This design comes from an exercise in tuning for small area on the open sky130 flow, not from production work.
Only simulation tests tie the RTL to the original design; equivalence was not proved.
No activity file was given, so power comes from the tool's default toggle rates.

File: flow/flow/run.sh
#!/bin/bash
# Own flow: the standard layout (standard.sh, unchanged synthesis), with two CTS and
# port-buffer options that ORFS only takes from the environment:
#  - clock tree from clkbuf_4/clkbuf_8 with sink clusters of 16 within 50 um, and no dummy
#    loads (cells CTS adds only to balance the tree's load)
#  - port buffers of the smallest buffer, buf_1
# Each tool's output goes to standard.log here; ORFS's own logs stay under orfs/logs.
set -euo pipefail
export CTS_ARGS="-sink_clustering_enable -repair_clock_nets -sink_clustering_size 24 -sink_clustering_max_diameter 45 -buf_list {sky130_fd_sc_hd__clkbuf_8 sky130_fd_sc_hd__clkbuf_16} -dont_use_dummy_load"
export BUFFER_PORTS_ARGS="-buffer_cell sky130_fd_sc_hd__buf_1"
bash standard.sh > standard.log 2>&1
File: flow/standard.sh
#!/bin/bash
# synth_recipe.tcl (not shown) runs the flow's synth.tcl, then flattens the netlist and writes it again
# the make line also repeats each setting of config.mk as NAME=value (left out here)
make -C /OpenROAD-flow-scripts/flow DESIGN_CONFIG=/design/flow/config.mk WORK_HOME=/design/flow/orfs CLKGATE_MAP_FILE= SYNTH_SCRIPT=/design/flow/synth_recipe.tcl "${@:-finish}"
File: flow/config.mk
export PLATFORM = sky130hd
export DESIGN_NAME = Piano
export DESIGN_NICKNAME = Piano
export VERILOG_FILES = /design/flow/design.v
export SDC_FILE = /design/flow/constraint.sdc
export NUM_CORES = 4
export LEC_CHECK = 0
export CAP_MARGIN = 20
export CORE_MARGIN = 2
export CORE_UTILIZATION = 55
export CTS_BUF_LIST = sky130_fd_sc_hd__clkbuf_4 sky130_fd_sc_hd__clkbuf_8
export CTS_CLUSTER_DIAMETER = 50
export CTS_CLUSTER_SIZE = 16
export SLEW_MARGIN = 20
File: flow/constraint.sdc
create_clock -name core_clock -period 6.0 [get_ports {clk}]
set_input_delay 1.2000 -clock core_clock [delete_from_list [all_inputs] [get_ports {clk}]]
set_output_delay 1.2000 -clock core_clock [all_outputs]
set_load 0.01 [all_outputs]
File: flow/design.v
module Piano(
	input clk,
	input reset,
	input sw1,
	input sw2,
	input sw3,
	input sw4,
	input sw5,
	input sw6,
	input sw7,
	input btn1,
	input btn2,
	input btn3,
	input btn4,
	output sound
	);
	reg [4:0] bin;
	wire tc2 = &bin[0:0];
	wire tc4 = &bin[1:0];
	wire tc8 = &bin[2:0];
	wire tc16 = &bin[3:0];
	wire tc32 = &bin[4:0];
	always @(posedge clk or posedge reset)
		if (reset) bin <= 5'd0; else bin <= {bin[4] ^ tc16, bin[3] ^ tc8, bin[2] ^ tc4, bin[1] ^ tc2, ~bin[0]};
	reg done;
	always @(posedge clk or posedge reset)
		if (reset) done <= 1'b0; else done <= done | tc16;
	reg [1:0] x3;
	wire tc3 = x3[0];   
	wire fb3 = ~(x3[1] ^ x3[0]);
	wire [15:0] init3 = 16'h0000;   
	wire in3 = done ? fb3 : init3[bin[3:0]];
	always @(posedge clk)
		x3 <= {x3[0:0], in3};
	reg [2:0] x5;
	wire tc5 = ~x5[0] & x5[1];   
	wire fb5 = ~(x5[2] ^ (x5[1] & ~tc5));
	wire [15:0] init5 = 16'h0000;   
	wire in5 = done ? fb5 : init5[bin[3:0]];
	always @(posedge clk)
		x5 <= {x5[1:0], in5};
	reg [2:0] x7;
	wire tc7 = ~x7[0] & ~x7[2];   
	wire fb7 = x7[2] ^ x7[1];
	wire [15:0] init7 = 16'hffff;   
	wire in7 = done ? fb7 : init7[bin[3:0]];
	always @(posedge clk)
		x7 <= {x7[1:0], in7};
	reg [3:0] x13;
	wire tc13 = ~x13[0] & x13[2] & ~x13[3];   
	wire fb13 = ~(x13[3] ^ (x13[0] & ~x13[1]));
	wire [15:0] init13 = 16'hffff;   
	wire in13 = done ? fb13 : init13[bin[3:0]];
	always @(posedge clk)
		x13 <= {x13[2:0], in13};
	reg [8:0] x331;
	wire tc331 = x331[0] & ~x331[1] & ~x331[2] & ~x331[3] & ~x331[4] & ~x331[5] & x331[6] & ~x331[7];   
	wire fb331 = x331[8] ^ (x331[1] | tc331);
	wire [15:0] init331 = 16'h8888;   
	wire in331 = done ? fb331 : init331[bin[3:0]];
	always @(posedge clk)
		x331 <= {x331[7:0], in331};
	reg [8:0] x367;
	wire tc367 = x367[0] & ~x367[1] & ~x367[2] & x367[3] & x367[4] & x367[5] & ~x367[6] & x367[7];   
	wire fb367 = x367[8] ^ (x367[1] | tc367);
	wire [15:0] init367 = 16'h03ff;   
	wire in367 = done ? fb367 : init367[bin[3:0]];
	always @(posedge clk)
		x367 <= {x367[7:0], in367};
	reg [9:0] x947;
	wire tc947 = ~x947[1] & ~x947[2] & ~x947[3] & ~x947[4] & ~x947[5] & ~x947[6] & ~x947[7] & ~x947[8] & ~x947[9];   
	wire fb947 = x947[9] ^ (x947[6] | tc947);
	wire [15:0] init947 = 16'h3377;   
	wire in947 = done ? fb947 : init947[bin[3:0]];
	always @(posedge clk)
		x947 <= {x947[8:0], in947};
	reg [10:0] x1993;
	wire tc1993 = ~x1993[0] & ~x1993[1] & x1993[2] & x1993[3] & ~x1993[4] & x1993[5] & x1993[6] & x1993[7] & ~x1993[8] & x1993[9];   
	wire fb1993 = x1993[10] ^ (x1993[8] | tc1993);
	wire [15:0] init1993 = 16'h81ff;   
	wire in1993 = done ? fb1993 : init1993[bin[3:0]];
	always @(posedge clk)
		x1993 <= {x1993[9:0], in1993};
	reg [11:0] x3163;
	wire tc3163 = ~x3163[0] & ~x3163[1] & ~x3163[2] & ~x3163[3] & x3163[4] & ~x3163[5] & ~x3163[6] & ~x3163[7] & x3163[8] & ~x3163[9] & ~x3163[10];   
	wire fb3163 = x3163[11] ^ (x3163[0] | tc3163);
	wire [15:0] init3163 = 16'h4033;   
	wire in3163 = done ? fb3163 : init3163[bin[3:0]];
	always @(posedge clk)
		x3163 <= {x3163[10:0], in3163};
	reg [12:0] x4223;
	wire tc4223 = ~x4223[0] & ~x4223[1] & x4223[2] & x4223[3] & x4223[4] & ~x4223[6] & x4223[7] & ~x4223[8] & x4223[10] & ~x4223[11];   
	wire fb4223 = ~(x4223[12] ^ ((~x4223[5] & ~x4223[9]) | tc4223));
	wire [15:0] init4223 = 16'h0cae;   
	wire in4223 = done ? fb4223 : init4223[bin[3:0]];
	always @(posedge clk)
		x4223 <= {x4223[11:0], in4223};
	reg [12:0] x4259;
	wire tc4259 = ~x4259[1] & ~x4259[2] & ~x4259[4] & ~x4259[5] & x4259[6] & x4259[7] & x4259[8] & x4259[11] & x4259[12];   
	wire fb4259 = x4259[12] ^ ((~x4259[2] & ~x4259[8]) | tc4259);
	wire [15:0] init4259 = 16'h00aa;   
	wire in4259 = done ? fb4259 : init4259[bin[3:0]];
	always @(posedge clk)
		x4259 <= {x4259[11:0], in4259};
	reg [12:0] x5669;
	wire tc5669 = ~x5669[0] & x5669[1] & ~x5669[2] & x5669[4] & ~x5669[5] & x5669[6] & ~x5669[7] & ~x5669[8] & ~x5669[9] & ~x5669[10] & ~x5669[12];   
	wire fb5669 = ~(x5669[12] ^ (x5669[8] | tc5669));
	wire [15:0] init5669 = 16'h5000;   
	wire in5669 = done ? fb5669 : init5669[bin[3:0]];
	always @(posedge clk)
		x5669 <= {x5669[11:0], in5669};
	reg [12:0] x7967;
	wire tc7967 = ~x7967[0] & x7967[1] & x7967[2] & x7967[3] & x7967[4] & x7967[5] & x7967[6] & ~x7967[7] & x7967[8] & x7967[9] & x7967[10] & ~x7967[11];   
	wire fb7967 = x7967[12] ^ (x7967[9] & ~tc7967);
	wire [15:0] init7967 = 16'h3911;   
	wire in7967 = done ? fb7967 : init7967[bin[3:0]];
	always @(posedge clk)
		x7967 <= {x7967[11:0], in7967};
	reg [12:0] x8117;
	wire tc8117 = ~x8117[0] & ~x8117[1] & ~x8117[2] & x8117[3] & ~x8117[4] & x8117[5] & ~x8117[6] & ~x8117[7] & ~x8117[8] & x8117[9] & x8117[10] & x8117[11] & ~x8117[12];   
	wire fb8117 = ~(x8117[12] ^ ((x8117[2] & x8117[6]) | tc8117));
	wire [15:0] init8117 = 16'haabb;   
	wire in8117 = done ? fb8117 : init8117[bin[3:0]];
	always @(posedge clk)
		x8117 <= {x8117[11:0], in8117};
	reg [13:0] x11939;
	wire tc11939 = ~x11939[0] & ~x11939[1] & ~x11939[2] & ~x11939[4] & x11939[5] & x11939[6] & ~x11939[7] & ~x11939[8] & x11939[9] & x11939[10] & ~x11939[11] & ~x11939[12] & ~x11939[13];   
	wire fb11939 = ~(x11939[13] ^ ((~x11939[0] & ~x11939[5]) | tc11939));
	wire [15:0] init11939 = 16'hff44;   
	wire in11939 = done ? fb11939 : init11939[bin[3:0]];
	always @(posedge clk)
		x11939 <= {x11939[12:0], in11939};
	reg [14:0] x20081;
	wire tc20081 = ~x20081[0] & ~x20081[1] & ~x20081[2] & ~x20081[3] & ~x20081[4] & ~x20081[5] & ~x20081[7] & ~x20081[8] & ~x20081[9] & x20081[11] & x20081[12] & x20081[13] & ~x20081[14];   
	wire fb20081 = ~(x20081[14] ^ ((~x20081[1] & x20081[10]) | tc20081));
	wire [15:0] init20081 = 16'hfff8;   
	wire in20081 = done ? fb20081 : init20081[bin[3:0]];
	always @(posedge clk)
		x20081 <= {x20081[13:0], in20081};
	reg [14:0] x21277;
	wire tc21277 = ~x21277[0] & ~x21277[1] & x21277[2] & x21277[3] & x21277[4] & ~x21277[5] & ~x21277[6] & x21277[8] & x21277[9] & x21277[10] & ~x21277[11] & ~x21277[12] & ~x21277[13];   
	wire fb21277 = x21277[14] ^ (x21277[7] & ~tc21277);
	wire [15:0] init21277 = 16'haae4;   
	wire in21277 = done ? fb21277 : init21277[bin[3:0]];
	always @(posedge clk)
		x21277 <= {x21277[13:0], in21277};
	reg [14:0] x22543;
	wire tc22543 = x22543[0] & ~x22543[1] & x22543[2] & ~x22543[3] & x22543[4] & ~x22543[5] & ~x22543[6] & x22543[8] & ~x22543[9] & ~x22543[10] & ~x22543[11] & x22543[13] & ~x22543[14];   
	wire fb22543 = ~(x22543[14] ^ ((~x22543[0] & ~x22543[7]) | tc22543));
	wire [15:0] init22543 = 16'h55dd;   
	wire in22543 = done ? fb22543 : init22543[bin[3:0]];
	always @(posedge clk)
		x22543 <= {x22543[13:0], in22543};
	reg [14:0] x26825;
	wire tc26825 = x26825[0] & ~x26825[1] & ~x26825[2] & ~x26825[3] & ~x26825[4] & x26825[5] & x26825[6] & x26825[7] & ~x26825[8] & ~x26825[10] & ~x26825[11] & ~x26825[13] & x26825[14];   
	wire fb26825 = ~(x26825[14] ^ (x26825[10] | tc26825));
	wire [15:0] init26825 = 16'h0022;   
	wire in26825 = done ? fb26825 : init26825[bin[3:0]];
	always @(posedge clk)
		x26825 <= {x26825[13:0], in26825};
	reg [15:0] x37879;
	wire tc37879 = ~x37879[0] & x37879[1] & x37879[2] & x37879[3] & ~x37879[5] & x37879[6] & x37879[7] & x37879[8] & ~x37879[9] & x37879[11] & x37879[12] & ~x37879[13] & ~x37879[14];   
	wire fb37879 = ~(x37879[15] ^ ((x37879[2] & ~x37879[5]) & ~tc37879));
	wire [15:0] init37879 = 16'h7722;   
	wire in37879 = done ? fb37879 : init37879[bin[3:0]];
	always @(posedge clk)
		x37879 <= {x37879[14:0], in37879};
	reg [15:0] x37937;
	wire tc37937 = x37937[0] & x37937[1] & x37937[2] & x37937[3] & x37937[4] & ~x37937[5] & ~x37937[6] & x37937[7] & x37937[9] & x37937[10] & ~x37937[11] & ~x37937[12] & ~x37937[14] & ~x37937[15];   
	wire fb37937 = ~(x37937[15] ^ ((x37937[0] & ~x37937[5]) & ~tc37937));
	wire [15:0] init37937 = 16'h0f4f;   
	wire in37937 = done ? fb37937 : init37937[bin[3:0]];
	always @(posedge clk)
		x37937 <= {x37937[14:0], in37937};
	reg [15:0] x40193;
	wire tc40193 = x40193[0] & x40193[1] & ~x40193[3] & x40193[4] & x40193[6] & x40193[7] & ~x40193[8] & x40193[9] & x40193[10] & ~x40193[11] & x40193[12] & ~x40193[13] & ~x40193[15];   
	wire fb40193 = ~(x40193[15] ^ ((~x40193[0] & ~x40193[12]) | tc40193));
	wire [15:0] init40193 = 16'h0b03;   
	wire in40193 = done ? fb40193 : init40193[bin[3:0]];
	always @(posedge clk)
		x40193 <= {x40193[14:0], in40193};
	reg [15:0] x45127;
	wire tc45127 = x45127[0] & x45127[1] & ~x45127[2] & ~x45127[3] & x45127[4] & x45127[5] & ~x45127[6] & x45127[7] & ~x45127[8] & x45127[9] & ~x45127[10] & ~x45127[11] & x45127[12] & x45127[13] & ~x45127[14];   
	wire fb45127 = ~(x45127[15] ^ (x45127[2] | tc45127));
	wire [15:0] init45127 = 16'h110a;   
	wire in45127 = done ? fb45127 : init45127[bin[3:0]];
	always @(posedge clk)
		x45127 <= {x45127[14:0], in45127};
	reg [15:0] x53649;
	wire tc53649 = ~x53649[0] & x53649[1] & x53649[2] & x53649[3] & ~x53649[4] & ~x53649[5] & x53649[6] & ~x53649[7] & x53649[8] & ~x53649[9] & ~x53649[10] & x53649[11] & ~x53649[12] & ~x53649[13] & x53649[14] & x53649[15];   
	wire fb53649 = x53649[15] ^ (x53649[8] & ~tc53649);
	wire [15:0] init53649 = 16'hce3b;   
	wire in53649 = done ? fb53649 : init53649[bin[3:0]];
	always @(posedge clk)
		x53649 <= {x53649[14:0], in53649};
	reg [15:0] x60241;
	wire tc60241 = x60241[0] & x60241[1] & ~x60241[2] & x60241[3] & x60241[4] & x60241[5] & x60241[6] & x60241[7] & x60241[8] & x60241[9] & ~x60241[10] & ~x60241[11] & x60241[12] & x60241[13] & ~x60241[14] & x60241[15];   
	wire fb60241 = ~(x60241[15] ^ ((~x60241[0] & x60241[10]) | tc60241));
	wire [15:0] init60241 = 16'h555d;   
	wire in60241 = done ? fb60241 : init60241[bin[3:0]];
	always @(posedge clk)
		x60241 <= {x60241[14:0], in60241};
	reg [16:0] x90253;
	wire tc90253 = x90253[0] & ~x90253[1] & x90253[2] & ~x90253[3] & x90253[4] & ~x90253[5] & ~x90253[6] & x90253[7] & x90253[8] & ~x90253[9] & x90253[10] & x90253[12] & x90253[13] & x90253[14] & x90253[15];   
	wire fb90253 = ~(x90253[16] ^ (x90253[2] & ~tc90253));
	wire [15:0] init90253 = 16'hd0d2;   
	wire in90253 = done ? fb90253 : init90253[bin[3:0]];
	always @(posedge clk)
		x90253 <= {done ? x90253[15] : 1'b0, x90253[14:0], in90253};
	reg wC4;  
	always @(posedge clk)
		wC4 <= done & (wC4 ^ (tc4 & tc5 & tc13 & tc367));
	reg wCS4;  
	always @(posedge clk)
		wCS4 <= done & (wCS4 ^ (tc90253));
	reg wD4;  
	always @(posedge clk)
		wD4 <= done & (wD4 ^ (tc3 & tc5 & tc5669));
	reg wDS4;  
	always @(posedge clk)
		wDS4 <= done & (wDS4 ^ (tc2 & tc40193));
	reg wE4;  
	always @(posedge clk)
		wE4 <= done & (wE4 ^ (tc2 & tc37879));
	reg wF4;  
	always @(posedge clk)
		wF4 <= done & (wF4 ^ (tc2 & tc3 & tc11939));
	reg wFS4;  
	always @(posedge clk)
		wFS4 <= done & (wFS4 ^ (tc16 & tc4223));
	reg wG4;  
	always @(posedge clk)
		wG4 <= done & (wG4 ^ (tc32 & tc1993));
	reg wGS4;  
	always @(posedge clk)
		wGS4 <= done & (wGS4 ^ (tc60241));
	reg wA4;  
	always @(posedge clk)
		wA4 <= done & (wA4 ^ (tc7 & tc8117));
	reg wAS4;  
	always @(posedge clk)
		wAS4 <= done & (wAS4 ^ (tc53649));
	reg wB4;  
	always @(posedge clk)
		wB4 <= done & (wB4 ^ (tc16 & tc3163));
	reg wC5;  
	always @(posedge clk)
		wC5 <= done & (wC5 ^ (tc2 & tc3 & tc7967));
	reg wCS5;  
	always @(posedge clk)
		wCS5 <= done & (wCS5 ^ (tc45127));
	reg wD5;  
	always @(posedge clk)
		wD5 <= done & (wD5 ^ (tc2 & tc5 & tc4259));
	reg wDS5;  
	always @(posedge clk)
		wDS5 <= done & (wDS5 ^ (tc40193));
	reg wE5;  
	always @(posedge clk)
		wE5 <= done & (wE5 ^ (tc37937));
	reg wF5;  
	always @(posedge clk)
		wF5 <= done & (wF5 ^ (tc3 & tc11939));
	reg wFS5;  
	always @(posedge clk)
		wFS5 <= done & (wFS5 ^ (tc8 & tc4223));
	reg wG5;  
	always @(posedge clk)
		wG5 <= done & (wG5 ^ (tc16 & tc1993));
	reg wGS5;  
	always @(posedge clk)
		wGS5 <= done & (wGS5 ^ (tc7 & tc13 & tc331));
	reg wA5;  
	always @(posedge clk)
		wA5 <= done & (wA5 ^ (tc2 & tc3 & tc5 & tc947));
	reg wAS5;  
	always @(posedge clk)
		wAS5 <= done & (wAS5 ^ (tc26825));
	reg wB5;  
	always @(posedge clk)
		wB5 <= done & (wB5 ^ (tc8 & tc3163));
	reg wC6;  
	always @(posedge clk)
		wC6 <= done & (wC6 ^ (tc2 & tc11939));
	reg wCS6;  
	always @(posedge clk)
		wCS6 <= done & (wCS6 ^ (tc22543));
	reg wD6;  
	always @(posedge clk)
		wD6 <= done & (wD6 ^ (tc21277));
	reg wDS6;  
	always @(posedge clk)
		wDS6 <= done & (wDS6 ^ (tc20081));
	wire [6:0] sw = {sw7, sw6, sw5, sw4, sw3, sw2, sw1};
	wire [3:0] btn = {btn4, btn3, btn2, btn1};
	wire sw_one = ~(|(sw[6:1] & sw[5:0]) | (sw[0] & |sw[6:2]) | (sw[1] & |sw[6:3]) | (sw[2] & |sw[6:4]) | (sw[3] & |sw[6:5]) | (sw[4] & sw[6]));
	wire btn_one = ~((btn[0] & (btn[1] | btn[2] | btn[3])) | (btn[1] & (btn[2] | btn[3])) | (btn[2] & btn[3]));
	assign sound = done & sw_one & btn_one & (
		(btn1 & ((sw1 & wC4) | (sw2 & wE4) | (sw3 & wGS4) | (sw4 & wC5) | (sw5 & wE5) | (sw6 & wGS5) | (sw7 & wC6))) |
		(btn2 & ((sw1 & wCS4) | (sw2 & wF4) | (sw3 & wA4) | (sw4 & wCS5) | (sw5 & wF5) | (sw6 & wA5) | (sw7 & wCS6))) |
		(btn3 & ((sw1 & wD4) | (sw2 & wFS4) | (sw3 & wAS4) | (sw4 & wD5) | (sw5 & wFS5) | (sw6 & wAS5) | (sw7 & wD6))) |
		(btn4 & ((sw1 & wDS4) | (sw2 & wG4) | (sw3 & wB4) | (sw4 & wDS5) | (sw5 & wG5) | (sw6 & wB5) | (sw7 & wDS6))));
endmodule
==> flow_summary.ini, run 1 <==
[outcome]
status = finished clean

[clock_tree]
numCtsBuffers = 29
cts_setup_buffers = 0
cts_tree = yes
cts_resized = 0
clockRootBuffer = clkbuf_16
path_clk_slew_ps = 80
ctsHoldBuffers = 0
worstSkewPairLatency_ps = 540
cts_buffer_depth = 3
cts_max_level = 1
clock-sinks = 349

[pwr]
ir_drop_mv = 0.254
pwr-share-comb_pct = 0.3
net-switching-power_mw = 0.729
internal_power_mw = 3.17
p_sw_share_pct = 18.7
power_frac_seq_pct = 59.5
pwr_density_cell_nw_per_um2 = 374
clkPwrFrac_pct = 40.2
p_leak_nw = 4.16

[logic_synthesis]
synth_seq_cells = 349
synthFlopType = dfxtp_1
synth_cells = 716
async_flop_share_pct = 1.72
synth.yosys.seq_area_share_pct = 74.7
synth_nets = 738
yosysWarnings = 1
synth.distinct_cells = 52
synth-edff-count = 0
postSynthAreaPerCell_sq_um = 13.1
syn-cell-area_sq_um = 9390

[layout]
syn2layout_area_growth_pct = 10.8
final_cell_mix = dfxtp_1, nor2_1, xor2_1
drive_gt1_share_pct = 5.09
antenna_cells = 0
final_common_cell = dfxtp_1
post-route-util_pct = 62.5
final_nets = 771

[detailed_routing]
ant_nets = 0
wl_um = 15500
drt-vias-per-instance = 5.29
route.vias.total = 5116
wl_per_cell_um = 16.1
drt-pass1-iter-count = 5
drc = 0
drt-initial-drc-count = 203

[die]
core_area_sq_um = 16600
num_io_pins = 14
rows = 47
initial_core_util_pct = 56.4
die_h_um = 135
die-area_sq_um = 18100
chipWidth_um = 135

[setup_path]
reg2reg_setup_slack_ps = 3610
critPathRequiredTime_ps = 4800
reg2regPathDepth = 6
startpoint = sw5
path_max_fanout = 8
arrival_ps = 2550
crit_path_end = sound
reg2reg_from = bin[3]$_DFF_PP0_
crit_type = primary input to output pin
r2r-end = wG4$_DFF_P_
startpoint_type = primary input
worstSetupEndpointType = output pin

[sta]
setup_violations = 0
setup_ws_ps = 2250
final.setup.tns_ps = 0
hold_viol = 0
clock_skew_ps = 32.3
drv_slew = 0
finalCritPeriodShare_pct = 62.6
worstMarginPinSlew_ps = 762
max-slew-margin-rel_pct = 48.7
rsz0062_at_grt = no
period_minus_slack_ps = 3750
max_freq_ghz = 0.266

[run]
drv_cap = 0

[placed_design]
dp_hpwl_um = 10400
place_congestion = 0.859
io_buffer_count = 13
dp_slack_ps = 2270

[min_path]
hold_path.class = register to register

[grt]
grt_overflow = 0
grt_pass1_vias = 5304
grt_max_degree = 41
grt_pass1_wl_um = 26200
track_usage_pct = 17.9
antenna_found_initial = 0
Yosys cell counts (all sizes together), types with 8 or more instances:
cell    number  area, sq um
clkbuf      10         37.5
inv         10         37.5
nor2        55          206
a22oi       11         82.6
dfxtp      343         6870
nand2       32          120
o21ai       15         75.1
nor3        12         60.1
nor4bb      12          120
a21oi       19         95.1
ha           9          113
xor2        34          298
nand4       16          100
nor4        15          106
xnor2       17          149
nor2b        8         50.1
nand4b      11         96.3
flip-flops by register name (all words and copies together) (netlist names), 12 cells and up:
register and flops:
x11939 14, x20081 15, x21277 15, x22543 15, x26825 15, x3163 12, x37879 16, x37937 16
x40193 16, x4223 13, x4259 13, x45127 16, x53649 16, x5669 13, x60241 16, x7967 13
x8117 13, x90253 17
layer usage:
metal / global-route usage, % / routed length (um) / share of wire (%) / vias to the layer above
met5: 0 / 0 / 0 / -
met4: 5.38 / 297 / 1.9 / 0
met3: 3.27 / 576 / 3.7 / 32
met2: 27.7 / 6720 / 43 / 95
met1: 25.6 / 7940 / 51 / 2446
li1: - / - / - / 2543
final cells by class:
type                       count  area, sq um
sequential                   349         7020
fill                        1302         6240
multi-input combinational    343         2280
clock buffer                  29          726
tap                          220          275
timing repair buffer          15         63.8
inverter                      11         41.3
logic make-up after synthesis:
kind of cell	share of synthesized area, %
AO/OA/AOI/OAI	5.36
XOR/XNOR	4.76
adder cells (fa/ha/maj)	1.20
buffers and inverters	0.973
flip-flops	74.7
multiplexers	0.440
AND/OR/NAND/NOR	12.6
worst min-delay path by stage:
stage / cells past startpoint / slack [ps] / endpoint / from
2_1_floorplan: 0 / 310 / x11939[4]$_DFF_P_ / x11939[3]$_DFF_P_
3_3_place_gp: 0 / 310 / x40193[6]$_DFF_P_ / x40193[5]$_DFF_P_
3_5_place_dp: 0 / 310 / x5669[4]$_DFF_P_ / x5669[3]$_DFF_P_
4_1_cts: 0 / 310 / x7967[5]$_DFF_P_ / x7967[4]$_DFF_P_
5_1_grt: 0 / 310 / x7967[5]$_DFF_P_ / x7967[4]$_DFF_P_
6_report: 0 / 310 / x7967[5]$_DFF_P_ / x7967[4]$_DFF_P_
through the flow:
step / instance area (sq um) / total power [mW] / std cells / hold WS (ps)
5_1_grt: 10400 / 4.02 / 967 / 309
3_3_place_gp: 9680 / 2.38 / 938 / 310
6_report: 10400 / 3.89 / 967 / 312
4_1_cts: 10400 / 3.93 / 967 / 308
3_5_place_dp: 9680 / 2.38 / 938 / 312
2_1_floorplan: 9390 / 2.37 / 716 / 310
power groups by stage:
| stage | Combinational (mW) | Clock (mW) | Sequential [mW] |
|---|---|---|---|
| 6_report | 0.0114 | 1.57 | 2.32 |
| 5_1_grt | 0.0124 | 1.69 | 2.32 |
| 4_1_cts | 0.0110 | 1.60 | 2.32 |
| 3_5_place_dp | 0.0110 | 0 | 2.37 |
| 3_3_place_gp | 0.00984 | 0 | 2.37 |
| 2_1_floorplan | 0.00303 | 0 | 2.37 |
critical path, cell delays in order:
cell and delay, ps:
buf_1 160, or4_1 570, o22ai_1 140, nand4_1 90, a221oi_1 210, buf_1 180
==> run 2, diff against run 1 <==
--- a/flow/flow/run.sh
+++ b/flow/flow/run.sh
@@ -8,3 +8,3 @@
 set -euo pipefail
-export CTS_ARGS="-sink_clustering_enable -repair_clock_nets -sink_clustering_size 24 -sink_clustering_max_diameter 45 -buf_list {sky130_fd_sc_hd__clkbuf_8 sky130_fd_sc_hd__clkbuf_16} -dont_use_dummy_load"
+export CTS_ARGS="-sink_clustering_enable -repair_clock_nets -sink_clustering_size 16 -sink_clustering_max_diameter 40 -buf_list {sky130_fd_sc_hd__clkbuf_4 sky130_fd_sc_hd__clkbuf_8} -dont_use_dummy_load"
 export BUFFER_PORTS_ARGS="-buffer_cell sky130_fd_sc_hd__buf_1"
==> run 2 against run 1 <==
Still clean on timing, DRC and antenna. Clock skew is 12 ps higher. Global-route usage is 0.091 points higher. Largest power group unchanged. Maximum frequency hardly changed. Largest cell class unchanged. Routed wire length hardly changed. Synthesized cell count stayed put. Total power is 9.5% lower. Final cell count is 0.62% higher. Highest routed layer unchanged.
==> flow_summary.ini, run 2 <==
[grt]
grt_pass1_wl_um = 26000
track_usage_pct = 17.9
grt_overflow = 0
grt_pass1_vias = 5285
antenna_found_initial = 0
grt_max_degree = 41

[detailed_routing]
ant_nets = 0
wl_um = 15500
route.vias.total = 5097
drt-vias-per-instance = 5.24
drt-pass1-iter-count = 5
drc = 0
drt-initial-drc-count = 206
wl_per_cell_um = 16.0

[pwr]
power_frac_seq_pct = 65.7
pwr-share-comb_pct = 0.3
internal_power_mw = 2.84
ir_drop_mv = 0.189
pwr_density_cell_nw_per_um2 = 347
p_sw_share_pct = 19.4
clkPwrFrac_pct = 34.0
net-switching-power_mw = 0.684
p_leak_nw = 4.06
total_power_mw = 3.52

[sta]
worstMarginPinSlew_ps = 785
finalCritPeriodShare_pct = 62.6
rsz0062_at_grt = no
hold_viol = 0
max-slew-margin-rel_pct = 47.0
period_minus_slack_ps = 3750
max_freq_ghz = 0.266
drv_slew = 0
final.setup.tns_ps = 0
setup_violations = 0
clock_skew_ps = 44.2

[logic_synthesis]
synthTopCellsByCount = dfxtp_1, nor2_1, xor2_1, nand2_1, a21oi_1
synth.most_common_cell = dfxtp_1
yosysWarnings = 1
synth-edff-count = 0
synth_nets = 738
synthTopCellsByArea = dfxtp_1, xor2_1, nor2_1
synth_top_area_share_pct = 73.1
synth_seq_cells = 349
synth.yosys.seq_area_share_pct = 74.7
synth_cells = 716
syn-cell-area_sq_um = 9390
postSynthAreaPerCell_sq_um = 13.1
async_flop_share_pct = 1.72
synth_area_leader_cell = dfxtp_1
synthFlopType = dfxtp_1
synth.distinct_cells = 52

[setup_path]
arrival_ps = 2550
worstSetupEndpointType = output pin
reg2reg_setup_slack_ps = 3530
critPathSlowestCell = or4_1
startpoint_type = primary input
crit_type = primary input to output pin
crit_path_max_incr_delay_ps = 570
critPathRequiredTime_ps = 4800
path_cells = buf_1 -> or4_1 -> o22ai_1 -> nand4_1 -> a221oi_1 -> buf_1
path_max_fanout = 8
worst_path_most_repeated_cell = buf_1

[die]
chipWidth_um = 135
die-area_sq_um = 18100
rows = 47
core_area_sq_um = 16600
die_h_um = 135
num_io_pins = 14
initial_core_util_pct = 56.4

[layout]
antenna_cells = 0
fin_area_sq_um = 10200
syn2layout_area_growth_pct = 8.21
drive_gt1_share_pct = 5.84
final_nets = 777
final_common_cell = dfxtp_1
final_cell_mix = dfxtp_1, nor2_1, clkbuf_8
largest_reg_flops = 17
largest_register = x90253

[clock_tree]
cts_max_level = 2
cts_setup_buffers = 0
cts_buffer_depth = 3
cts_tree = yes
path_clk_slew_ps = 70
ctsHoldBuffers = 0
cts_resized = 0
numCtsBuffers = 35
worstSkewPairLatency_ps = 530
clockRootBuffer = clkbuf_8
clock-sinks = 349

[min_path]
hold_path.class = register to register

[placed_design]
place_area_sq_um = 9680
io_buffer_count = 13
place_congestion = 0.859
dp_hpwl_um = 10400

[outcome]
status = finished clean

[run]
drv_cap = 0
==> run 2: cell types whose count changed in the layout (fill, tap and decap cells not counted) <==
cell / previous run / this run
clkbuf_16: 29 / 0
clkbuf_8: 0 / 35
==> run 2: path summary, 6_finish.rpt <==
check                                  start                 to  cells after the start
max                                      sw5              sound                      6
min                        x4259[10]$_DFF_P_  x4259[11]$_DFF_P_                      0
max reg2reg                 bin[3]$_DFF_PP0_        wG4$_DFF_P_                      6
min reg2reg                x4259[10]$_DFF_P_  x4259[11]$_DFF_P_                      0
max in group asynchronous              reset   bin[1]$_DFF_PP0_                      2
min in group asynchronous              reset   bin[2]$_DFF_PP0_                      2
==> run 2: area by class of cell <==
type                            count  area, sq um
Sequential cell                   349         7020
Fill cell                        1340         6480
Multi-Input combinational cell    343         2280
Clock buffer                       35          482
Tap cell                          220          275
Timing Repair Buffer               15         63.8
Inverter                           11         41.3
==> run 2: power by group through the flow <==
stage          combinational, mW  clock, mW  sequential [mW]
2_1_floorplan            0.00303          0             2.37
6_report                  0.0114       1.20             2.32
5_1_grt                   0.0124       1.33             2.31
3_3_place_gp             0.00984          0             2.37
4_1_cts                   0.0110       1.25             2.32
3_5_place_dp              0.0110          0             2.37
==> run 2: cells by family (layout without fill, tap and decap cells) <==
family	count (synthesis)	after routing	share of synthesized area (%)
buf+inv	24	61	0.973
simple gates	204	204	12.6
fa+ha+maj	9	9	1.20
compound gates	75	75	5.36
mux	4	4	0.440
xor+xnor	51	51	4.76
flops	349	349	74.7
==> run 2: routing by layer <==
metal	GRT usage, %	vias up	share of wire (%)	wire length (um)
met5	0	-	0	0
met4	7.49	0	2.9	443
met1	25.3	2423	50	7820
met3	3.90	43	4.0	619
met2	27.0	83	43	6630
li1	-	2548	-	-
==> run 2: per-stage QoR <==
step,worst slack (ps),instances,hold slack [ps],util (%)
2_1_floorplan,2510,716,310,-
3_3_place_gp,2300,938,310,58.2
3_5_place_dp,2270,938,312,58.2
4_1_cts,2270,973,306,61.1
5_1_grt,2100,973,308,61.1
6_report,2250,973,305,61.1
==> run 2: critical path, delay by kind of cell <==
family	cells	cell delay (ps)
buf+inv	2	340
simple gates	2	660
compound gates	2	350
==> run 3, diff against run 2 <==
--- a/flow/flow/run.sh
+++ b/flow/flow/run.sh
@@ -8,3 +8,3 @@
 set -euo pipefail
-export CTS_ARGS="-sink_clustering_enable -repair_clock_nets -sink_clustering_size 16 -sink_clustering_max_diameter 40 -buf_list {sky130_fd_sc_hd__clkbuf_4 sky130_fd_sc_hd__clkbuf_8} -dont_use_dummy_load"
+export CTS_ARGS="-sink_clustering_enable -repair_clock_nets -sink_clustering_size 10 -sink_clustering_max_diameter 35 -buf_list {sky130_fd_sc_hd__clkbuf_2 sky130_fd_sc_hd__clkbuf_4} -dont_use_dummy_load"
 export BUFFER_PORTS_ARGS="-buffer_cell sky130_fd_sc_hd__buf_1"
==> run 3 against run 2 <==
Area after synthesis stayed put. Sequential power hardly changed. Final cell count is 0.92% higher. Synthesized cell count stayed put. Setup slack worse by 18 ps. Clock skew is 1.2 ps higher. First-iteration DRC count is 6.8% higher. Critical path type unchanged. Routed wire length is 0.34% lower. Still clean. Hold slack better by 7.2 ps.
==> flow_summary.ini, run 3 <==
[die]
chipWidth_um = 135
die_h_um = 135
num_io_pins = 14
core_area_sq_um = 16600
die-area_sq_um = 18100
initial_core_util_pct = 56.4
rows = 47

[layout]
final_nets = 785
n_fill_cell = 1377
largest_register = x90253
final_cell_mix = dfxtp_1, nor2_1, clkbuf_4
syn2layout_area_growth_pct = 6.54
largest_reg_flops = 17
final_common_cell = dfxtp_1
drive_gt1_share_pct = 6.83

[detailed_routing]
drt-pass1-iter-count = 7
ant_nets = 0
route.vias.total = 5108
wl_per_cell_um = 15.8
drt-initial-drc-count = 220
wl_um = 15500
drc = 0
drt-vias-per-instance = 5.20

[grt]
grt_pass1_wl_um = 26000
grt_pass1_vias = 5363
grt_max_degree = 41
track_usage_pct = 18.0
antenna_found_initial = 1
grt_overflow = 0

[clock_tree]
cts_setup_buffers = 0
clockRootBuffer = clkbuf_4
cts_resized = 0
worstSkewPairLatency_ps = 650
numCtsBuffers = 43
path_clk_slew_ps = 100
cts_tree = yes
ctsHoldBuffers = 0
clock-sinks = 349
cts_buffer_depth = 3
cts_max_level = 2

[run]
drv_cap = 0

[setup_path]
critPathTopFamily = simple AND/OR/NAND/NOR gates
path_max_fanout = 8
critPathSlowestCell = or4_1
startpoint_type = primary input
arrival_ps = 2570
crit_cells = 6
reg2regPathDepth = 6
worstSetupEndpointType = output pin
critPathRequiredTime_ps = 4800
reg2reg_setup_slack_ps = 3560
reg2reg_from = bin[3]$_DFF_PP0_
path_cells = buf_1 -> or4_1 -> o22ai_1 -> nand4_1 -> a221oi_1 -> buf_1
r2r-end = wG4$_DFF_P_
crit_type = primary input to output pin
worst_path_most_repeated_cell = buf_1
timing.critical_path.buf_inv = 2
crit_path_max_incr_delay_ps = 570

[logic_synthesis]
postSynthAreaPerCell_sq_um = 13.1
syn-cell-area_sq_um = 9390
synth.distinct_cells = 52
synthTopCellsByCount = dfxtp_1, nor2_1, xor2_1, nand2_1, a21oi_1
synth_area_leader_cell = dfxtp_1
synth.most_common_cell = dfxtp_1
synthTopCellsByArea = dfxtp_1, xor2_1, nor2_1
async_flop_share_pct = 1.72
yosysWarnings = 1
synth_seq_cells = 349
synth_cells = 716
synth.yosys.seq_area_share_pct = 74.7
synth_nets = 738
synth_top_area_share_pct = 73.1
synthFlopType = dfxtp_1
synth-edff-count = 0

[pwr]
ir_drop_mv = 0.180
pwr_density_cell_nw_per_um2 = 331
p_leak_nw = 4.00

[placed_design]
dp_hpwl_um = 10400
io_buffer_count = 13
dp_slack_ps = 2270
place_congestion = 0.859

[sta]
setup_ws_ps = 2230
setup_violations = 0
final.setup.tns_ps = 0
rsz0062_at_grt = no
drv_slew = 0
finalCritPeriodShare_pct = 62.9
clock_skew_ps = 45.3
period_minus_slack_ps = 3770
max-slew-margin-rel_pct = 48.4
max_freq_ghz = 0.265
hold_viol = 0
worstMarginPinSlew_ps = 767

[min_path]
hold_path.class = register to register
hold_depth = 0
hold_start = x4259[3]$_DFF_P_
min_to = x4259[4]$_DFF_P_

[outcome]
status = finished clean
-- run 3: cell types whose count changed in the layout (fill, tap and decap cells not counted), sizes merged --
cell	before	now
clkbuf	35	43
diode	0	1
-- run 3: layer usage --
layer  vias up  wire (um)  GRT usage [%]
li1       2572          -              -
met2        99       6700           27.1
met3        36        701           3.87
met1      2401       7680           25.0
met4         0        384           8.07
met5         -          0              0
-- run 3: logic make-up after synthesis --
group                      Yosys count  share of synthesized area, %
DFF                                349                          74.7
AOI/OAI and AO/OA                   75                          5.36
muxes                                4                         0.440
xor gates and xnor gates            51                          4.76
buffers and inverters               24                         0.973
adders and majority gates            9                          1.20
and+or+nand+nor                    204                          12.6
-- run 3: worst max path at each step --
stage	from	to	slack, ps
6_report	sw5	sound	2230
5_1_grt	sw5	sound	2100
4_1_cts	sw5	sound	2270
3_5_place_dp	sw5	sound	2270
3_3_place_gp	sw5	sound	2300
2_1_floorplan	sw3	sound	2510
-- run 3: where the power goes --
part           total (mW)  switching [mW]  leakage [nW]  internal, mW
combinational      0.0115         0.00812         0.863       0.00335
sequential           2.31               0          2.94          2.31
clock               0.989           0.657         0.198         0.332
-- run 3: through the flow --
stage / util (%) / std cells / hold WS, ps / cell area [sq um] / power (mW)
6_report: 60.1 / 982 / 313 / 10000 / 3.32
5_1_grt: 60.1 / 982 / 317 / 10000 / 3.45
4_1_cts: 60.1 / 981 / 319 / 10000 / 3.36
3_5_place_dp: 58.2 / 938 / 312 / 9680 / 2.38
3_3_place_gp: 58.2 / 938 / 310 / 9680 / 2.38
2_1_floorplan: - / 716 / 310 / 9390 / 2.37
-- run 3: layout make-up --
class / instances / area [sq um] / share of cell area [%]
Tap cell: 220 / 275 / 2.75
Antenna cell: 1 / 2.50 / 0.0250
Inverter: 11 / 41.3 / 0.413
Multi-Input combinational cell: 343 / 2280 / 22.8
Timing Repair Buffer: 15 / 63.8 / 0.638
Sequential cell: 349 / 7020 / 70.1
Clock buffer: 43 / 323 / 3.23
==> run 4, diff against run 3 <==
--- a/flow/flow/run.sh
+++ b/flow/flow/run.sh
@@ -8,3 +8,3 @@
 set -euo pipefail
-export CTS_ARGS="-sink_clustering_enable -repair_clock_nets -sink_clustering_size 10 -sink_clustering_max_diameter 35 -buf_list {sky130_fd_sc_hd__clkbuf_2 sky130_fd_sc_hd__clkbuf_4} -dont_use_dummy_load"
+export CTS_ARGS="-sink_clustering_enable -repair_clock_nets -sink_clustering_size 12 -sink_clustering_max_diameter 38 -buf_list {sky130_fd_sc_hd__clkbuf_2 sky130_fd_sc_hd__clkbuf_4} -dont_use_dummy_load"
 export BUFFER_PORTS_ARGS="-buffer_cell sky130_fd_sc_hd__buf_1"
==> run 4 against run 3 <==
Die area is the same. Critical endpoint unchanged. Still clean. Largest power group unchanged. Hold slack worse by 7.7 ps. Critical path depth did not move. Register-to-register slack improved by 30 ps.
==> flow_summary.ini, run 4 <==
[outcome]
status = finished clean

[logic_synthesis]
postSynthAreaPerCell_sq_um = 13.1
synth_nets = 738
synth.distinct_cells = 52
synth_area_leader_cell = dfxtp_1
synth.most_common_cell = dfxtp_1
async_flop_share_pct = 1.72
synthFlopType = dfxtp_1
synth_seq_cells = 349
yosysWarnings = 1
synthTopCellsByArea = dfxtp_1, xor2_1, nor2_1
synth_cells = 716
synth_top_area_share_pct = 73.1
synth.yosys.seq_area_share_pct = 74.7
synthTopCellsByCount = dfxtp_1, nor2_1, xor2_1, nand2_1, a21oi_1
syn-cell-area_sq_um = 9390
synth-edff-count = 0

[detailed_routing]
drt-pass1-iter-count = 5
wl_um = 15500
wl_per_cell_um = 15.9
drt-vias-per-instance = 5.20
route.vias.total = 5084
drc = 0
ant_nets = 0
drt-initial-drc-count = 241

[setup_path]
arrival_ps = 2550
crit_path_max_incr_delay_ps = 570
crit_type = primary input to output pin
path_cells = buf_1 -> or4_1 -> o22ai_1 -> nand4_1 -> a221oi_1 -> buf_1
worstSetupEndpointType = output pin
startpoint_type = primary input
r2r-end = wG4$_DFF_P_
critPathRequiredTime_ps = 4800
reg2regPathDepth = 6
reg2reg_from = bin[3]$_DFF_PP0_
path_max_fanout = 8
worst_path_most_repeated_cell = buf_1
critPathSlowestCell = or4_1
reg2reg_setup_slack_ps = 3590

[layout]
largest_register = x90253
drive_gt1_share_pct = 6.34
final_common_cell = dfxtp_1
final_nets = 781
n_fill_cell = 1380
seq_area_sq_um = 7020
syn2layout_area_growth_pct = 6.22
final_cell_mix = dfxtp_1, nor2_1, clkbuf_4
fin_area_sq_um = 9980
largest_reg_flops = 17
multi_input_area_sq_um = 2280

[sta]
hold_ws_ps = 305
max_freq_ghz = 0.267
finalCritPeriodShare_pct = 62.4
clock_skew_ps = 54.8
rsz0062_at_grt = no
period_minus_slack_ps = 3750
worstMarginPinSlew_ps = 798
hold_viol = 0
drv_slew = 0
max-slew-margin-rel_pct = 46.1
setup_violations = 0
final.setup.tns_ps = 0

[clock_tree]
clockRootBuffer = clkbuf_4
path_clk_slew_ps = 100
clock-sinks = 349
ctsHoldBuffers = 0
numCtsBuffers = 39
cts_setup_buffers = 0
worstSkewPairLatency_ps = 630
cts_max_level = 2
cts_buffer_depth = 3
cts_tree = yes
cts_resized = 0

[die]
core_area_sq_um = 16600
chipWidth_um = 135
initial_core_util_pct = 56.4
num_io_pins = 14
rows = 47
die-area_sq_um = 18100
die_h_um = 135

[pwr]
net-switching-power_mw = 0.659
pwr-share-comb_pct = 0.3
p_leak_nw = 3.98
clkPwrFrac_pct = 29.0
ir_drop_mv = 0.181
power_frac_seq_pct = 70.6
p_sw_share_pct = 20.1
pwr_density_cell_nw_per_um2 = 329
internal_power_mw = 2.62

[placed_design]
io_buffer_count = 13
dp_hpwl_um = 10400
place_area_sq_um = 9680
place_congestion = 0.859

[min_path]
min_to = x4223[5]$_DFF_P_
hold_path.class = register to register
hold_depth = 0
hold_start = x4223[4]$_DFF_P_

[grt]
grt_pass1_wl_um = 26000
grt_overflow = 0
grt_pass1_vias = 5321
grt_max_degree = 41
track_usage_pct = 18.0
antenna_found_initial = 1

[run]
drv_cap = 0
==> run 4: cell counts after synthesis <==
Identical to the previous run, type by type.
==> run 4: kinds of logic (layout without fill, tap and decap cells) <==
logic type	count (synthesis)	after routing	share of synthesized area [%]
adder cells (fa/ha/maj)	9	9	1.20
other	0	1	0
AO/OA/AOI/OAI	75	75	5.36
buffers and inverters	24	65	0.973
flip-flops	349	349	74.7
multiplexers	4	4	0.440
AND/OR/NAND/NOR	204	204	12.6
XOR/XNOR	51	51	4.76
==> run 4: routing by layer <==
metal / global-route usage, % / routed length, um
met5: 0 / 0
met4: 7.02 / 276
met3: 4.24 / 694
met2: 27.0 / 6710
met1: 25.3 / 7830
==> run 4: per-stage QoR <==
step	power [mW]	instances	setup WS [ps]	util (%)
global placement	2.38	938	2300	58.2
global route	3.41	978	2100	59.9
detailed placement	2.38	938	2270	58.2
CTS	3.32	977	2270	59.9
finish	3.28	978	2250	59.9
floorplan	2.37	716	2510	-
==> run 4: cell type report <==
type | instances | share of cell area (%)
multi-input cells | 343 | 22.9
diodes | 1 | 0.0251
well taps | 220 | 2.76
clock buffers | 39 | 2.93
inverters | 11 | 0.414
flip-flops and latches | 349 | 70.3
repair buffers | 15 | 0.640
==> run 4: power by group through the flow <==
stage | Combinational [mW] | Clock (mW) | Sequential (mW)
3_3_place_gp | 0.00984 | 0 | 2.37
4_1_cts | 0.0110 | 0.993 | 2.32
5_1_grt | 0.0124 | 1.08 | 2.32
3_5_place_dp | 0.0110 | 0 | 2.37
2_1_floorplan | 0.00303 | 0 | 2.37
6_report | 0.0115 | 0.953 | 2.32
==> run 4: worst max-delay path, delay by kind of cell <==
| family | cells | cell delay [ps] |
|---|---|---|
| buf+inv | 2 | 340 |
| compound gates | 2 | 350 |
| simple gates | 2 | 660 |
==> run 4: how the worst max path moves through the flow <==
stage	slack (ps)	endpoint	from	depth (start not counted)
floorplan	2510	sound	sw3	4
global placement	2300	sound	sw5	7
detailed placement	2270	sound	sw5	6
CTS	2270	sound	sw5	6
global route	2100	sound	sw5	6
finish	2250	sound	sw5	6
==> run 5, diff against run 4 <==
--- a/flow/flow/run.sh
+++ b/flow/flow/run.sh
@@ -3,6 +3,7 @@
 # port-buffer options that ORFS only takes from the environment:
-#  - clock tree from clkbuf_4/clkbuf_8 with sink clusters of 16 within 50 um, and no dummy
-#    loads (cells CTS adds only to balance the tree's load)
+#  - clock tree from clkbuf_2/clkbuf_4 with sink clusters of at most 12 within 38 um, and
+#    no dummy loads (cells CTS adds only to balance the tree's load)
 #  - port buffers of the smallest buffer, buf_1
-# Each tool's output goes to standard.log here; ORFS's own logs stay under orfs/logs.
+# make's output (yosys and openroad for every step) goes to standard.log here; ORFS also
+# keeps each step's log under orfs/logs.
 set -euo pipefail
--- a/flow/config.mk
+++ b/flow/config.mk
@@ -10,5 +10,2 @@
 export CORE_UTILIZATION = 55
-export CTS_BUF_LIST = sky130_fd_sc_hd__clkbuf_4 sky130_fd_sc_hd__clkbuf_8
-export CTS_CLUSTER_DIAMETER = 50
-export CTS_CLUSTER_SIZE = 16
 export SLEW_MARGIN = 20
==> run 5 against run 4 <==
Final cell count unchanged. Critical path depth unchanged. Setup slack unchanged. Largest power group unchanged. Still clean.
==> flow_summary.ini, run 5 <==
[grt]
grt_max_degree = 41
grt_pass1_wl_um = 26000
track_usage_pct = 18.0
grt_pass1_vias = 5321
antenna_found_initial = 1
grt_overflow = 0

[pwr]
pwr-share-comb_pct = 0.3
power_frac_seq_pct = 70.6
p_leak_nw = 3.98
ir_drop_mv = 0.181
total_power_mw = 3.28
pwr_density_cell_nw_per_um2 = 329
net-switching-power_mw = 0.659
internal_power_mw = 2.62
clkPwrFrac_pct = 29.0
p_sw_share_pct = 20.1

[clock_tree]
cts_setup_buffers = 0
numCtsBuffers = 39
cts_buffer_depth = 3
worstSkewPairLatency_ps = 630
cts_max_level = 2
cts_tree = yes
cts_resized = 0
clock-sinks = 349
ctsHoldBuffers = 0
path_clk_slew_ps = 100
clockRootBuffer = clkbuf_4

[logic_synthesis]
synth.yosys.seq_area_share_pct = 74.7
synth_area_leader_cell = dfxtp_1
synth_cells = 716
synth_nets = 738
yosysWarnings = 1
synthFlopType = dfxtp_1
syn-cell-area_sq_um = 9390
postSynthAreaPerCell_sq_um = 13.1
synth-edff-count = 0
synth.distinct_cells = 52
synthTopCellsByCount = dfxtp_1, nor2_1, xor2_1, nand2_1, a21oi_1
synthTopCellsByArea = dfxtp_1, xor2_1, nor2_1
synth_seq_cells = 349
synth.most_common_cell = dfxtp_1
async_flop_share_pct = 1.72
synth_top_area_share_pct = 73.1

[detailed_routing]
drt-vias-per-instance = 5.20
wl_per_cell_um = 15.9
ant_nets = 0
drt-initial-drc-count = 241
drt-pass1-iter-count = 5
wl_um = 15500
route.vias.total = 5084
drc = 0

[placed_design]
dp_hpwl_um = 10400
io_buffer_count = 13
place_congestion = 0.859
place_area_sq_um = 9680

[sta]
drv_slew = 0
rsz0062_at_grt = no
final.setup.tns_ps = 0
hold_ws_ps = 305
period_minus_slack_ps = 3750
worstMarginPinSlew_ps = 798
setup_violations = 0
finalCritPeriodShare_pct = 62.4
max-slew-margin-rel_pct = 46.1
clock_skew_ps = 54.8
max_freq_ghz = 0.267
hold_viol = 0

[layout]
syn2layout_area_growth_pct = 6.22
final_nets = 781
drive_gt1_share_pct = 6.34
largest_reg_flops = 17
multi_input_area_sq_um = 2280
post-route-util_pct = 59.9
seq_area_sq_um = 7020
final_common_cell = dfxtp_1
fin_area_sq_um = 9980
n_fill_cell = 1380
final_cell_mix = dfxtp_1, nor2_1, clkbuf_4
largest_register = x90253

[setup_path]
crit_type = primary input to output pin
startpoint_type = primary input
worstSetupEndpointType = output pin
arrival_ps = 2550
path_max_fanout = 8
critPathRequiredTime_ps = 4800

[die]
core_area_sq_um = 16600
initial_core_util_pct = 56.4
die_h_um = 135
num_io_pins = 14
die-area_sq_um = 18100
rows = 47
chipWidth_um = 135

[run]
drv_cap = 0

[outcome]
status = finished clean

[min_path]
hold_path.class = register to register
[run 5: final timing paths]
kind / from / endpoint / slack (ps) / depth (start not counted)
max: sw5 / sound / 2250 / 6
min: x4223[4]$_DFF_P_ / x4223[5]$_DFF_P_ / 300 / 0
max reg2reg: bin[3]$_DFF_PP0_ / wG4$_DFF_P_ / 3590 / 6
min reg2reg: x4223[4]$_DFF_P_ / x4223[5]$_DFF_P_ / 300 / 0
max in group asynchronous: reset / bin[2]$_DFF_PP0_ / 5250 / 2
min in group asynchronous: reset / done$_DFF_PP0_ / 470 / 2
[run 5: power by group through the flow]
stage / Combinational [mW] / Sequential, mW / Clock [mW]
floorplan: 0.00303 / 2.37 / 0
global placement: 0.00984 / 2.37 / 0
detailed placement: 0.0110 / 2.37 / 0
CTS: 0.0110 / 2.32 / 0.993
global route: 0.0124 / 2.32 / 1.08
finish: 0.0115 / 2.32 / 0.953
[run 5: through the flow]
stage / instances / worst slack [ps]
floorplan: 716 / 2510
global placement: 938 / 2300
detailed placement: 938 / 2270
CTS: 977 / 2270
global route: 978 / 2100
finish: 978 / 2250
[run 5: critical path, stage by stage]
cell and delay (ps):
buf_1 160, or4_1 570, o22ai_1 140, nand4_1 90
a221oi_1 210, buf_1 180
[run 5: cells by family (layout without fill, tap and decap cells)]
family | after synthesis | count (layout) | synth area share [%]
adder cells (fa/ha/maj) | 9 | 9 | 1.20
flip-flops | 349 | 349 | 74.7
other | 0 | 1 | 0
buffers and inverters | 24 | 65 | 0.973
AND/OR/NAND/NOR | 204 | 204 | 12.6
XOR/XNOR | 51 | 51 | 4.76
multiplexers | 4 | 4 | 0.440
AO/OA/AOI/OAI | 75 | 75 | 5.36
[run 5: layout make-up]
type | instances | area share (%)
sequential | 349 | 70.3
timing repair buffer | 15 | 0.640
tap | 220 | 2.76
antenna | 1 | 0.0251
clock buffer | 39 | 2.93
inverter | 11 | 0.414
multi-input combinational | 343 | 22.9
[run 5: metal layers]
layer	track usage (%)	routed length (um)	up-vias
met3	4.24	694	23
met5	0	0	-
li1	-	-	2566
met4	7.02	276	0
met2	27.0	6710	90
met1	25.3	7830	2405

static timing again, ports no longer ideal:
In the flow no input, the clock included, has a driving cell. The finished layouts below were timed again as built, in two steps.
Step 1 assumes that a clkbuf_16 drives the clock port and a buf_2 every other input.
Step 2 adds t to the input delays and takes it off the output delays; t is the mean of the earliest and latest rising clock arrival at the registers after step 1. Input paths then give back, and output paths get back, about the clock's delay inside the block.
Slacks: ideal ports / drivers / drivers and shift; pairs: ideal ports / drivers.
run | shift t [ns] | setup WS [ns] | worst setup path after step 2 | latest minus earliest clock arrival (ns) | slew at the worst register clock pin (ns)
run 1 | 0.567 | 2.247 / 2.225 / 2.225 | input to output | 0.033 / 0.032 | 0.08 / 0.08
run 2 | 0.549 | 2.246 / 2.224 / 2.224 | input to output | 0.044 / 0.044 | 0.09 / 0.09
run 3 | 0.662 | 2.227 / 2.205 / 2.205 | input to output | 0.053 / 0.053 | 0.11 / 0.11
run 4 | 0.639 | 2.255 / 2.233 / 2.233 | input to output | 0.061 / 0.061 | 0.12 / 0.12
run 5 | 0.639 | 2.255 / 2.233 / 2.233 | input to output | 0.061 / 0.061 | 0.12 / 0.12
After both steps setup and hold are still met in every run listed.
